Source: an optimization exercise on an open RTL-to-GDS flow (aim: small area). Production flows keep margins and buffers that such runs may drop.
RTL that was checked went through simulation tests only; none was proved equivalent to the original.

==> inputs of 01-11 <==
==> flow/design.v (excerpt) <==
module rv32ic_core(
	input         clk,
	input         rst,
	output [31:0] bdi,
	output [31:0] baddr,
	output        bwr,
	output [1:0]  bsz,
	input  [31:0] bdo,
	input         brdy,
	input  [15:0] INT
);
Settings: LEC_CHECK=0, CAP_MARGIN=20, CORE_MARGIN=2, CORE_UTILIZATION=35, CTS_BUF_LIST=sky130_fd_sc_hd__clkbuf_4 sky130_fd_sc_hd__clkbuf_8, PLACE_DENSITY=0.55, SLEW_MARGIN=20; clock period 15.0 ns.
run.sh (not shown) runs the stock make flow with config.mk's settings and CLKGATE_MAP_FILE= SYNTH_SCRIPT=/design/flow/synth_recipe.tcl, a recipe that flattens the netlist after the stock synthesis.
==> 07-01: changes against 01-11 <==
--- a/flow/design.v
+++ b/flow/design.v
@@ -1,31 +1,42 @@
 module regFile(
 	input clk, rst,
 	input we,
 	input [4:0] wa,
 	input [31:0] wd,
 	input [4:0] ra,
-	output reg [31:0] rd
+	output [31:0] rd
 );
 	reg [31:0] RF [1:31];
 	reg [31:1] V;
+	wire [30:0] sel;
+	wire [991:0] d;
 	genvar g;
 	generate
 		for (g = 1; g < 32; g = g + 1) begin : R
 			always @(posedge clk)
 				if (we && wa == g) RF[g] <= wd;
+			assign sel[g-1] = (ra == g) & V[g];
+			assign d[(g-1)*32 +: 32] = RF[g];
 		end
 	endgenerate
 	always @(posedge clk or posedge rst)
 		if (rst) V <= 31'd0;
 		else if (we && wa != 5'd0) V[wa] <= 1'b1;
+	rf_rdmux MUX(.sel(sel), .d(d), .rd(rd));
+endmodule
+module rf_rdmux(
+	input [30:0] sel,
+	input [991:0] d,
+	output reg [31:0] rd
+);
 	integer i;
 	always @(*) begin
 		rd = 32'd0;
-		for (i = 1; i < 32; i = i + 1)
-			if (ra == i && V[i]) rd = rd | RF[i];
+		for (i = 0; i < 31; i = i + 1)
+			rd = rd | ({32{sel[i]}} & d[i*32 +: 32]);
 	end
 endmodule
 `timescale 1ns/1ns
 module IntCtrl( 
 	input clk, rst,
 	input[15:0] INT, IRQen,
@@ -99,36 +110,80 @@
 	assign cu_store_inst = (IR[6:2]==5'b01_000);
 	assign cu_lui_inst = (IR[6:2]==5'b01_101);
 	assign cu_auipc_inst = (IR[6:2]==5'b00_101);
 	assign cu_custom_inst = (IR[6:2]==5'b10_001);
 	assign cu_system_inst = (IR[6:2]==5'b11_100);
 endmodule
+module bk_add32(
+	input [31:0] a, b,
+	input cin,
+	output [31:0] s,
+	output cout, c31,
+	output [31:0] p, g
+);
+	assign p = a ^ b;
+	assign g = a & b;
+	wire [31:0] G [0:9];
+	wire [31:0] P [0:9];
+	assign G[0] = {g[31:1], g[0] | (p[0] & cin)};
+	assign P[0] = p;
+	genvar l, i;
+	generate
+		for (l = 1; l <= 5; l = l + 1) begin : UP
+			for (i = 0; i < 32; i = i + 1) begin : B
+				if (((i + 1) % (1 << l)) == 0) begin : C
+					assign G[l][i] = G[l-1][i] | (P[l-1][i] & G[l-1][i - (1 << (l-1))]);
+					assign P[l][i] = P[l-1][i] & P[l-1][i - (1 << (l-1))];
+				end else begin : T
+					assign G[l][i] = G[l-1][i];
+					assign P[l][i] = P[l-1][i];
+				end
+			end
+		end
+		for (l = 6; l <= 9; l = l + 1) begin : DN
+			for (i = 0; i < 32; i = i + 1) begin : B
+				if (((i + 1) % (2 << (9-l))) == (1 << (9-l)) && i > (1 << (9-l))) begin : C
+					assign G[l][i] = G[l-1][i] | (P[l-1][i] & G[l-1][i - (1 << (9-l))]);
+					assign P[l][i] = P[l-1][i] & P[l-1][i - (1 << (9-l))];
+				end else begin : T
+					assign G[l][i] = G[l-1][i];
+					assign P[l][i] = P[l-1][i];
+				end
+			end
+		end
+	endgenerate
+	assign s = p ^ {G[9][30:0], cin};
+	assign cout = G[9][31];
+	assign c31 = G[9][30];
+endmodule
 module rv32i_alu(
 	input [31:0]    a, b,
 	input [4:0]     shamt,
 	output [31:0]   r,
 	output          cf, zf, vf, sf,
 	input [4:0]     opcode,
 	input [2:0]     func3,
-	input [6:0]     func7
+	input [6:0]     func7,
+	input           br_cmp
 );
 	wire I = (opcode == 5'b00_100);
 	wire R = (opcode == 5'b01_100);
 	wire IorR =  I | R;
 	wire instr_logic = IorR & ((func3==3'b100) | (func3==3'b111) | (func3==3'b110));
 	wire instr_shift = IorR & ((func3==3'b001) | (func3==3'b101));
 	wire instr_slt = IorR & (func3==3'b010);
 	wire instr_sltu = IorR & (func3==3'b011);
 	wire instr_sub = R & (func3 == 3'b000) & func7[5];
 	wire instr_branch = (opcode == 5'b11_000);
-	wire sub = instr_branch | instr_sub | instr_slt | instr_sltu;
+	wire sub = (instr_branch & br_cmp) | instr_sub | instr_slt | instr_sltu;
 	wire [31:0] op_b = {32{sub}} ^ b;
-	wire [31:0] add_sub;
-	assign {cf, add_sub} = a + op_b + {31'b0,sub};
-	wire [31:0] and_or_xor = (IorR & (func3==3'b111)) ? (a & b) :
-					 (IorR & (func3==3'b110)) ? (a | b) : (a ^ b);
+	wire [31:0] add_sub, p, g;
+	wire c31;
+	bk_add32 ADD(.a(a), .b(op_b), .cin(sub), .s(add_sub), .cout(cf), .c31(c31), .p(p), .g(g));
+	wire [31:0] and_or_xor = (IorR & (func3==3'b111)) ? g :
+				 (IorR & (func3==3'b110)) ? (p | g) : p;
 	wire [4:0] sha = I ? shamt : b[4:0];
 	wire left = ~func3[2];
 	wire [31:0] ar, sr, srr;
 	genvar k;
 	generate for (k = 0; k < 32; k = k + 1) begin : REV
 		assign ar[k] = a[31-k];
@@ -140,13 +195,13 @@
 	assign sr = sx[31:0];
 	wire [31:0] shift = left ? srr : sr;
 	wire [31:0] slt = instr_slt ? {31'b0,(sf != vf)} : {31'b0,(~cf)};
 	assign r = (instr_slt | instr_sltu) ? slt : instr_logic ? and_or_xor : instr_shift ? shift : add_sub;
 	assign zf = (add_sub == 32'b0);
 	assign sf = add_sub[31];
-	assign vf = a[31] ^ op_b[31] ^ add_sub[31] ^ cf;
+	assign vf = c31 ^ cf;
 endmodule
 module rv32i_branch_unit (
 	input cf, zf, vf, sf,
 	input[2:0] func3,
 	output reg taken
 );
@@ -229,13 +284,13 @@
 	output [4:0] rf_ra,
 	input [31:0] rf_rd
 );
 reg cyc, cu_rst_state, TMRIF, ISRMode;
 reg [31:0] IR, IR1, PC, R1, R2, ePC;
 wire [31:0] PC1 = PC - ((IR1[0] & IR1[1]) ? 32'd4 : 32'd2);
-reg keep2, ir2nn;
+reg keep2, ir2nn, taken_r;
 wire [15:0] IRQen;
 wire IRQ;
 wire [3:0] IRQnum;
 IntCtrl INTCU(.clk(clk), .rst(rst), .INT(INT), .IRQen(IRQen), .IRQ(IRQ), .IRQnum(IRQnum));
 wire br_0, jal_0, jalr_0, alui_0, alur_0, load_0, store_0, lui_0, auipc_0, custom_0, system_0;
 wire br_1, jal_1, jalr_1, alui_1, alur_1, load_1, store_1, lui_1, auipc_1, custom_1, system_1;
@@ -253,18 +308,19 @@
 wire [4:0] rs2_0 = IR[24:20];
 wire [4:0] rs2_1 = IR1[24:20];
 wire [31:0] I1;
 rv32i_imm_gen IMMGen(.inst(IR1), .imm(I1));
 wire [31:0] alu_r;
 wire alu_cf, alu_zf, alu_vf, alu_sf;
-wire [31:0] alu_a = auipc_1 ? PC1 : R1;
-wire alu_b_src = alui_1 | load_1 | store_1 | jalr_1 | auipc_1 | lui_1;
-wire [31:0] alu_b = alu_b_src ? I1 : R2;
+wire tgt_1 = cyc & (br_1 | jal_1);
+wire [31:0] alu_a = (auipc_1 | tgt_1) ? PC1 : R1;
+wire alu_b_src = alui_1 | load_1 | store_1 | jalr_1 | auipc_1 | lui_1 | tgt_1;
+wire [31:0] alu_b = alu_b_src ? I1 : ((cyc | keep2) ? R2 : rf_rd);
 rv32i_alu ALU(.a(alu_a), .b(alu_b), .shamt(IR1[24:20]), .r(alu_r),
 	.cf(alu_cf), .zf(alu_zf), .vf(alu_vf), .sf(alu_sf),
-	.opcode(IR1[6:2]), .func3(func3_1), .func7(IR1[31:25]));
+	.opcode(IR1[6:2]), .func3(func3_1), .func7(IR1[31:25]), .br_cmp(~cyc));
 wire br_taken;
 rv32i_branch_unit BR(.cf(alu_cf), .zf(alu_zf), .vf(alu_vf), .sf(alu_sf), .func3(func3_1), .taken(br_taken));
 wire [31:0] Cycle, Timer, Instret, UIE;
 wire [3:0] UCause;
 wire gie, tie, eie, tov;
 wire sys_rw = system_1 & (func3_1 == 3'b001);
@@ -278,25 +334,31 @@
 	.wdata(R1), .uimm(IR1[19:15]), .IRQnum(IRQnum),
 	.ld_cycle(sys_rw & csr_cycle), .ld_timer(cu_ld_time), .ld_uie(sys_rw & csr_uie), .inc_ret(ir2nn & ~cyc),
 	.c_cycle(sys_rci & csr_cycle), .c_timer(sys_rci & csr_time), .c_uie(sys_rci & csr_uie),
 	.gie(gie), .tie(tie), .eie(eie), .tif(tov));
 assign IRQen = UIE[18:3];
 wire pc_s1 = jalr_1;
-wire pc_s2 = (br_1 & br_taken) | jal_1;
+wire pc_s2 = (br_1 & taken_r) | jal_1;
 wire pc_s4 = (IR == 32'h00200073);
 wire reliable = ~(pc_s1 | pc_s2);
 wire int_ecall = (IR == 32'h00000073);
 wire int_ebreak = (IR == 32'h00100073);
 wire intf = ~ISRMode & ((reliable & (int_ecall | int_ebreak)) | (IRQ & eie) | (TMRIF & tie)) & gie;
 wire wfi_1 = (IR1 == 32'h10500073);
 wire hold = (~intf & wfi_1) | ~brdy;
 wire compressed = ~(IR[0] & IR[1]);
 wire [4:0] vec = IRQ ? {1'b1, IRQnum} : TMRIF ? 5'd12 : int_ebreak ? 5'd8 : 5'd4;
-wire [31:0] pc_adder = (pc_s2 ? I1 : (compressed ? 32'd2 : 32'd4)) + (pc_s2 ? PC1 : PC);
-wire [31:0] nPC = pc_s1 ? alu_r : pc_adder;
-wire [31:0] PC_w = cu_rst_state ? 32'd0 : (pc_s4 & reliable) ? ePC : (intf ? {25'd0, vec, 2'd0} : nPC);
+wire [31:0] pc_seq = PC + (compressed ? 32'd2 : 32'd4);
+wire [31:0] nPC = (pc_s1 | pc_s2) ? alu_r : pc_seq;
+wire irq_t = (IRQ & eie) | (TMRIF & tie);
+wire intf_r = ~ISRMode & gie & (int_ecall | int_ebreak | irq_t);
+wire intf_n = ~ISRMode & gie & irq_t;
+wire [31:0] int_vec = {25'd0, vec, 2'd0};
+wire [31:0] PC_w = cu_rst_state ? 32'd0 :
+	reliable ? (pc_s4 ? ePC : intf_r ? int_vec : pc_seq) :
+	           (intf_n ? int_vec : alu_r);
 wire [31:0] ext_bdo;
 rv32i_extender EXT(.bsel(alu_r[1:0]), .di(bdo), .dout(ext_bdo), .sz(func3_1[1:0]), .utype(func3_1[2]));
 wire [31:0] cntr = IR1[21] ? (IR1[26] ? {28'd0, UCause} : Instret) : (IR1[22] ? UIE : (IR1[20] ? Timer : Cycle));
 wire [31:0] RESMux = load_1 ? ext_bdo : lui_1 ? I1 : (jal_1 | jalr_1) ? PC : system_1 ? cntr : alu_r;
 wire rfw_cls = alu_1 | jal_1 | jalr_1 | lui_1 | load_1 | auipc_1 | system_1;
 assign rf_we = cyc & ~hold & (rd_1 != 5'd0) & rfw_cls;
@@ -340,12 +402,14 @@
 	if (cyc & ~hold & r1_ld) R1 <= r1_src ? RESMux : rf_rd;
 always @(posedge clk)
 	if (cyc) begin
 		if (~hold & r2_ld & r2_src) R2 <= RESMux;
 	end else if (~keep2) R2 <= rf_rd;
 always @(posedge clk)
+	if (~cyc) taken_r <= br_taken;
+always @(posedge clk)
 	if (cyc) keep2 <= ~hold & r2_ld & r2_src;
 always @(posedge clk or posedge rst)
 	if (rst) cyc <= 1'b1;
 	else if (~hold) cyc <= ~cyc;
 always @(posedge clk or posedge rst)
 	if (rst) cu_rst_state <= 1'b1;
==> flow/flow/run.sh (new file) <==
#!/bin/bash
# The standard layout, with:
#  - port buffers from the smallest buffer cell,
#  - clock tree without dummy loads,
#  - power recovery (downsizing off the critical paths) after global routing.
set -euo pipefail
export BUFFER_PORTS_ARGS="-buffer_cell sky130_fd_sc_hd__buf_1"
export CTS_ARGS="-sink_clustering_enable -repair_clock_nets -sink_clustering_size 16 -sink_clustering_max_diameter 60 -buf_list sky130_fd_sc_hd__clkbuf_8 -dont_use_dummy_load"
export RECOVER_POWER=100
bash standard.sh > standard.log 2>&1
==> flow/standard.sh (new file) <==
#!/bin/bash
# synth_recipe.tcl (not shown) runs the flow's synth.tcl, then flattens the netlist and writes it again
# the make line also repeats each setting of config.mk as NAME=value (left out here)
make -C /OpenROAD-flow-scripts/flow DESIGN_CONFIG=/design/flow/config.mk WORK_HOME=/design/flow/orfs CLKGATE_MAP_FILE= SYNTH_SCRIPT=/design/flow/synth_recipe.tcl "${@:-finish}"
==> flow/config.mk (replaced) <==
export PLATFORM = sky130hd
export DESIGN_NAME = rv32ic_core
export DESIGN_NICKNAME = rv32ic_core
export VERILOG_FILES = /design/flow/design.v
export SDC_FILE = /design/flow/constraint.sdc
export NUM_CORES = 4
export LEC_CHECK = 0
export CAP_MARGIN = 5
export CORE_MARGIN = 2
export CORE_UTILIZATION = 35
export CTS_BUF_LIST = sky130_fd_sc_hd__clkbuf_8
export CTS_CLUSTER_DIAMETER = 60
export CTS_CLUSTER_SIZE = 16
export PLACE_DENSITY = 0.55
export SLEW_MARGIN = 5
export SYNTH_HIERARCHICAL = 1
export SYNTH_MINIMUM_KEEP_SIZE = 0
removed: flow/run.sh
==> 11-05: changes against 01-11 <==
--- a/flow/design.v
+++ b/flow/design.v
@@ -99,36 +99,80 @@
 	assign cu_store_inst = (IR[6:2]==5'b01_000);
 	assign cu_lui_inst = (IR[6:2]==5'b01_101);
 	assign cu_auipc_inst = (IR[6:2]==5'b00_101);
 	assign cu_custom_inst = (IR[6:2]==5'b10_001);
 	assign cu_system_inst = (IR[6:2]==5'b11_100);
 endmodule
+module bk_add32(
+	input [31:0] a, b,
+	input cin,
+	output [31:0] s,
+	output cout, c31,
+	output [31:0] p, g
+);
+	assign p = a ^ b;
+	assign g = a & b;
+	wire [31:0] G [0:9];
+	wire [31:0] P [0:9];
+	assign G[0] = {g[31:1], g[0] | (p[0] & cin)};
+	assign P[0] = p;
+	genvar l, i;
+	generate
+		for (l = 1; l <= 5; l = l + 1) begin : UP
+			for (i = 0; i < 32; i = i + 1) begin : B
+				if (((i + 1) % (1 << l)) == 0) begin : C
+					assign G[l][i] = G[l-1][i] | (P[l-1][i] & G[l-1][i - (1 << (l-1))]);
+					assign P[l][i] = P[l-1][i] & P[l-1][i - (1 << (l-1))];
+				end else begin : T
+					assign G[l][i] = G[l-1][i];
+					assign P[l][i] = P[l-1][i];
+				end
+			end
+		end
+		for (l = 6; l <= 9; l = l + 1) begin : DN
+			for (i = 0; i < 32; i = i + 1) begin : B
+				if (((i + 1) % (2 << (9-l))) == (1 << (9-l)) && i > (1 << (9-l))) begin : C
+					assign G[l][i] = G[l-1][i] | (P[l-1][i] & G[l-1][i - (1 << (9-l))]);
+					assign P[l][i] = P[l-1][i] & P[l-1][i - (1 << (9-l))];
+				end else begin : T
+					assign G[l][i] = G[l-1][i];
+					assign P[l][i] = P[l-1][i];
+				end
+			end
+		end
+	endgenerate
+	assign s = p ^ {G[9][30:0], cin};
+	assign cout = G[9][31];
+	assign c31 = G[9][30];
+endmodule
 module rv32i_alu(
 	input [31:0]    a, b,
 	input [4:0]     shamt,
 	output [31:0]   r,
 	output          cf, zf, vf, sf,
 	input [4:0]     opcode,
 	input [2:0]     func3,
-	input [6:0]     func7
+	input [6:0]     func7,
+	input           br_cmp
 );
 	wire I = (opcode == 5'b00_100);
 	wire R = (opcode == 5'b01_100);
 	wire IorR =  I | R;
 	wire instr_logic = IorR & ((func3==3'b100) | (func3==3'b111) | (func3==3'b110));
 	wire instr_shift = IorR & ((func3==3'b001) | (func3==3'b101));
 	wire instr_slt = IorR & (func3==3'b010);
 	wire instr_sltu = IorR & (func3==3'b011);
 	wire instr_sub = R & (func3 == 3'b000) & func7[5];
 	wire instr_branch = (opcode == 5'b11_000);
-	wire sub = instr_branch | instr_sub | instr_slt | instr_sltu;
+	wire sub = (instr_branch & br_cmp) | instr_sub | instr_slt | instr_sltu;
 	wire [31:0] op_b = {32{sub}} ^ b;
-	wire [31:0] add_sub;
-	assign {cf, add_sub} = a + op_b + {31'b0,sub};
-	wire [31:0] and_or_xor = (IorR & (func3==3'b111)) ? (a & b) :
-					 (IorR & (func3==3'b110)) ? (a | b) : (a ^ b);
+	wire [31:0] add_sub, p, g;
+	wire c31;
+	bk_add32 ADD(.a(a), .b(op_b), .cin(sub), .s(add_sub), .cout(cf), .c31(c31), .p(p), .g(g));
+	wire [31:0] and_or_xor = (IorR & (func3==3'b111)) ? g :
+				 (IorR & (func3==3'b110)) ? (p | g) : p;
 	wire [4:0] sha = I ? shamt : b[4:0];
 	wire left = ~func3[2];
 	wire [31:0] ar, sr, srr;
 	genvar k;
 	generate for (k = 0; k < 32; k = k + 1) begin : REV
 		assign ar[k] = a[31-k];
@@ -140,13 +184,13 @@
 	assign sr = sx[31:0];
 	wire [31:0] shift = left ? srr : sr;
 	wire [31:0] slt = instr_slt ? {31'b0,(sf != vf)} : {31'b0,(~cf)};
 	assign r = (instr_slt | instr_sltu) ? slt : instr_logic ? and_or_xor : instr_shift ? shift : add_sub;
 	assign zf = (add_sub == 32'b0);
 	assign sf = add_sub[31];
-	assign vf = a[31] ^ op_b[31] ^ add_sub[31] ^ cf;
+	assign vf = c31 ^ cf;
 endmodule
 module rv32i_branch_unit (
 	input cf, zf, vf, sf,
 	input[2:0] func3,
 	output reg taken
 );
@@ -229,13 +273,13 @@
 	output [4:0] rf_ra,
 	input [31:0] rf_rd
 );
 reg cyc, cu_rst_state, TMRIF, ISRMode;
 reg [31:0] IR, IR1, PC, R1, R2, ePC;
 wire [31:0] PC1 = PC - ((IR1[0] & IR1[1]) ? 32'd4 : 32'd2);
-reg keep2, ir2nn;
+reg keep2, ir2nn, taken_r;
 wire [15:0] IRQen;
 wire IRQ;
 wire [3:0] IRQnum;
 IntCtrl INTCU(.clk(clk), .rst(rst), .INT(INT), .IRQen(IRQen), .IRQ(IRQ), .IRQnum(IRQnum));
 wire br_0, jal_0, jalr_0, alui_0, alur_0, load_0, store_0, lui_0, auipc_0, custom_0, system_0;
 wire br_1, jal_1, jalr_1, alui_1, alur_1, load_1, store_1, lui_1, auipc_1, custom_1, system_1;
@@ -253,18 +297,19 @@
 wire [4:0] rs2_0 = IR[24:20];
 wire [4:0] rs2_1 = IR1[24:20];
 wire [31:0] I1;
 rv32i_imm_gen IMMGen(.inst(IR1), .imm(I1));
 wire [31:0] alu_r;
 wire alu_cf, alu_zf, alu_vf, alu_sf;
-wire [31:0] alu_a = auipc_1 ? PC1 : R1;
-wire alu_b_src = alui_1 | load_1 | store_1 | jalr_1 | auipc_1 | lui_1;
-wire [31:0] alu_b = alu_b_src ? I1 : R2;
+wire tgt_1 = cyc & (br_1 | jal_1);
+wire [31:0] alu_a = (auipc_1 | tgt_1) ? PC1 : R1;
+wire alu_b_src = alui_1 | load_1 | store_1 | jalr_1 | auipc_1 | lui_1 | tgt_1;
+wire [31:0] alu_b = alu_b_src ? I1 : ((cyc | keep2) ? R2 : rf_rd);
 rv32i_alu ALU(.a(alu_a), .b(alu_b), .shamt(IR1[24:20]), .r(alu_r),
 	.cf(alu_cf), .zf(alu_zf), .vf(alu_vf), .sf(alu_sf),
-	.opcode(IR1[6:2]), .func3(func3_1), .func7(IR1[31:25]));
+	.opcode(IR1[6:2]), .func3(func3_1), .func7(IR1[31:25]), .br_cmp(~cyc));
 wire br_taken;
 rv32i_branch_unit BR(.cf(alu_cf), .zf(alu_zf), .vf(alu_vf), .sf(alu_sf), .func3(func3_1), .taken(br_taken));
 wire [31:0] Cycle, Timer, Instret, UIE;
 wire [3:0] UCause;
 wire gie, tie, eie, tov;
 wire sys_rw = system_1 & (func3_1 == 3'b001);
@@ -278,25 +323,31 @@
 	.wdata(R1), .uimm(IR1[19:15]), .IRQnum(IRQnum),
 	.ld_cycle(sys_rw & csr_cycle), .ld_timer(cu_ld_time), .ld_uie(sys_rw & csr_uie), .inc_ret(ir2nn & ~cyc),
 	.c_cycle(sys_rci & csr_cycle), .c_timer(sys_rci & csr_time), .c_uie(sys_rci & csr_uie),
 	.gie(gie), .tie(tie), .eie(eie), .tif(tov));
 assign IRQen = UIE[18:3];
 wire pc_s1 = jalr_1;
-wire pc_s2 = (br_1 & br_taken) | jal_1;
+wire pc_s2 = (br_1 & taken_r) | jal_1;
 wire pc_s4 = (IR == 32'h00200073);
 wire reliable = ~(pc_s1 | pc_s2);
 wire int_ecall = (IR == 32'h00000073);
 wire int_ebreak = (IR == 32'h00100073);
 wire intf = ~ISRMode & ((reliable & (int_ecall | int_ebreak)) | (IRQ & eie) | (TMRIF & tie)) & gie;
 wire wfi_1 = (IR1 == 32'h10500073);
 wire hold = (~intf & wfi_1) | ~brdy;
 wire compressed = ~(IR[0] & IR[1]);
 wire [4:0] vec = IRQ ? {1'b1, IRQnum} : TMRIF ? 5'd12 : int_ebreak ? 5'd8 : 5'd4;
-wire [31:0] pc_adder = (pc_s2 ? I1 : (compressed ? 32'd2 : 32'd4)) + (pc_s2 ? PC1 : PC);
-wire [31:0] nPC = pc_s1 ? alu_r : pc_adder;
-wire [31:0] PC_w = cu_rst_state ? 32'd0 : (pc_s4 & reliable) ? ePC : (intf ? {25'd0, vec, 2'd0} : nPC);
+wire [31:0] pc_seq = PC + (compressed ? 32'd2 : 32'd4);
+wire [31:0] nPC = (pc_s1 | pc_s2) ? alu_r : pc_seq;
+wire irq_t = (IRQ & eie) | (TMRIF & tie);
+wire intf_r = ~ISRMode & gie & (int_ecall | int_ebreak | irq_t);
+wire intf_n = ~ISRMode & gie & irq_t;
+wire [31:0] int_vec = {25'd0, vec, 2'd0};
+wire [31:0] PC_w = cu_rst_state ? 32'd0 :
+	reliable ? (pc_s4 ? ePC : intf_r ? int_vec : pc_seq) :
+	           (intf_n ? int_vec : alu_r);
 wire [31:0] ext_bdo;
 rv32i_extender EXT(.bsel(alu_r[1:0]), .di(bdo), .dout(ext_bdo), .sz(func3_1[1:0]), .utype(func3_1[2]));
 wire [31:0] cntr = IR1[21] ? (IR1[26] ? {28'd0, UCause} : Instret) : (IR1[22] ? UIE : (IR1[20] ? Timer : Cycle));
 wire [31:0] RESMux = load_1 ? ext_bdo : lui_1 ? I1 : (jal_1 | jalr_1) ? PC : system_1 ? cntr : alu_r;
 wire rfw_cls = alu_1 | jal_1 | jalr_1 | lui_1 | load_1 | auipc_1 | system_1;
 assign rf_we = cyc & ~hold & (rd_1 != 5'd0) & rfw_cls;
@@ -340,12 +391,14 @@
 	if (cyc & ~hold & r1_ld) R1 <= r1_src ? RESMux : rf_rd;
 always @(posedge clk)
 	if (cyc) begin
 		if (~hold & r2_ld & r2_src) R2 <= RESMux;
 	end else if (~keep2) R2 <= rf_rd;
 always @(posedge clk)
+	if (~cyc) taken_r <= br_taken;
+always @(posedge clk)
 	if (cyc) keep2 <= ~hold & r2_ld & r2_src;
 always @(posedge clk or posedge rst)
 	if (rst) cyc <= 1'b1;
 	else if (~hold) cyc <= ~cyc;
 always @(posedge clk or posedge rst)
 	if (rst) cu_rst_state <= 1'b1;
==> flow/config.mk (replaced) <==
export PLATFORM = sky130hd
export DESIGN_NAME = rv32ic_core
export DESIGN_NICKNAME = rv32ic_core
export VERILOG_FILES = /design/flow/design.v
export SDC_FILE = /design/flow/constraint.sdc
export NUM_CORES = 4
export LEC_CHECK = 0
export CAP_MARGIN = 20
export CORE_MARGIN = 2
export CORE_UTILIZATION = 35
export CTS_BUF_LIST = sky130_fd_sc_hd__clkbuf_8 sky130_fd_sc_hd__clkbuf_16
export CTS_CLUSTER_DIAMETER = 60
export CTS_CLUSTER_SIZE = 24
export PLACE_DENSITY = 0.55
export SLEW_MARGIN = 20
==> qor.yml <==
min_path:
  number_of_cells_traversed_by_the_worst_hold_path: 2
cts:
  clk_latency_ns: 0.95
  h-tree-depth: 3
flow_run:
  drv_cap: 62
timing:
  maxSlewViolCount: 2265
global_routing:
  global_route.usage.met1_pct: 35.71
  grt_pass1_wl_mm: 389.8
die:
  floorplan.rows: 162
  floorplan.die.height_microns: 446.7
worst_setup_path:
  wp_depth: 37
layout:
  fill_cells: 18800
  numSequentialCells: 1354
outcome:
  failed_checks: "max-capacitance violations, max-slew violations"
  outcome: "complete, but fails checks"
placed_design:
  hpwl_mm: 194.6
route:
  met2RoutedLength_mm: 127.4
The numbers above come from 07-01.

==> qor.yml <==
die:
  floorplan.rows: 164
  floorplan.die.height_microns: 453.0
global_routing:
  grt_pass1_wl_mm: 447.9
  global_route.usage.met1_pct: 37.99
min_path:
  number_of_cells_traversed_by_the_worst_hold_path: 1
cts:
  h-tree-depth: 4
  clk_latency_ns: 1.03
timing:
  maxSlewViolCount: 0
flow_run:
  drv_cap: 0
layout:
  fill_cells: 19260
  numSequentialCells: 1353
outcome:
  outcome: "no timing/DRC/antenna violations"
The numbers above come from 01-11.

==> qor.yml <==
layout:
  numSequentialCells: 1354
  fill_cells: 19380
global_routing:
  first_global_vias: 55620
  global_route.usage.met1_pct: 42.12
placed_design:
  hpwl_mm: 229.0
die:
  floorplan.rows: 164
  floorplan.die.height_microns: 451.5
timing:
  maxSlewViolCount: 0
  finalSetupTns_ns: 0
cts:
  clk_latency_ns: 0.79
  h-tree-depth: 3
route:
  met2RoutedLength_mm: 150.5
min_path:
  number_of_cells_traversed_by_the_worst_hold_path: 1
outcome:
  outcome: "no timing/DRC/antenna violations"
flow_run:
  drv_cap: 0
The numbers above come from 11-05.

Only the layout flow was run in 01-11 and 11-05; the RTL was not checked for function there.

[afterwards: timing with drivers on the ports]
In the flow no input, the clock included, has a driving cell. The finished layouts below were timed again as built, in two steps. Step 1 (the two cells are an assumption about what drives the block):
set clk [get_ports {clk}]
set_driving_cell -lib_cell sky130_fd_sc_hd__clkbuf_16 $clk
set_driving_cell -lib_cell sky130_fd_sc_hd__buf_2 [delete_from_list [all_inputs] $clk]
Step 2, shift: input delay + t, output delay - t, t = (earliest + latest rising clock arrival at the registers) / 2. This alone moves slack from input paths to output paths. Three values: ideal, step 1, step 2; two values: the first two.
run	t (ns)	setup WS [ns]	worst hold slack (ns)	worst setup path at the end
01-11	1.052	0.458 / 0.381 / 1.433	0.467 / 0.467 / 0.467	register to output
07-01	0.929	0.435 / 0.360 / 0.567	0.464 / 0.464 / 0.464	register to register
11-05	0.822	0.992 / 0.913 / 1.735	0.473 / 0.473 / 0.473	register to output
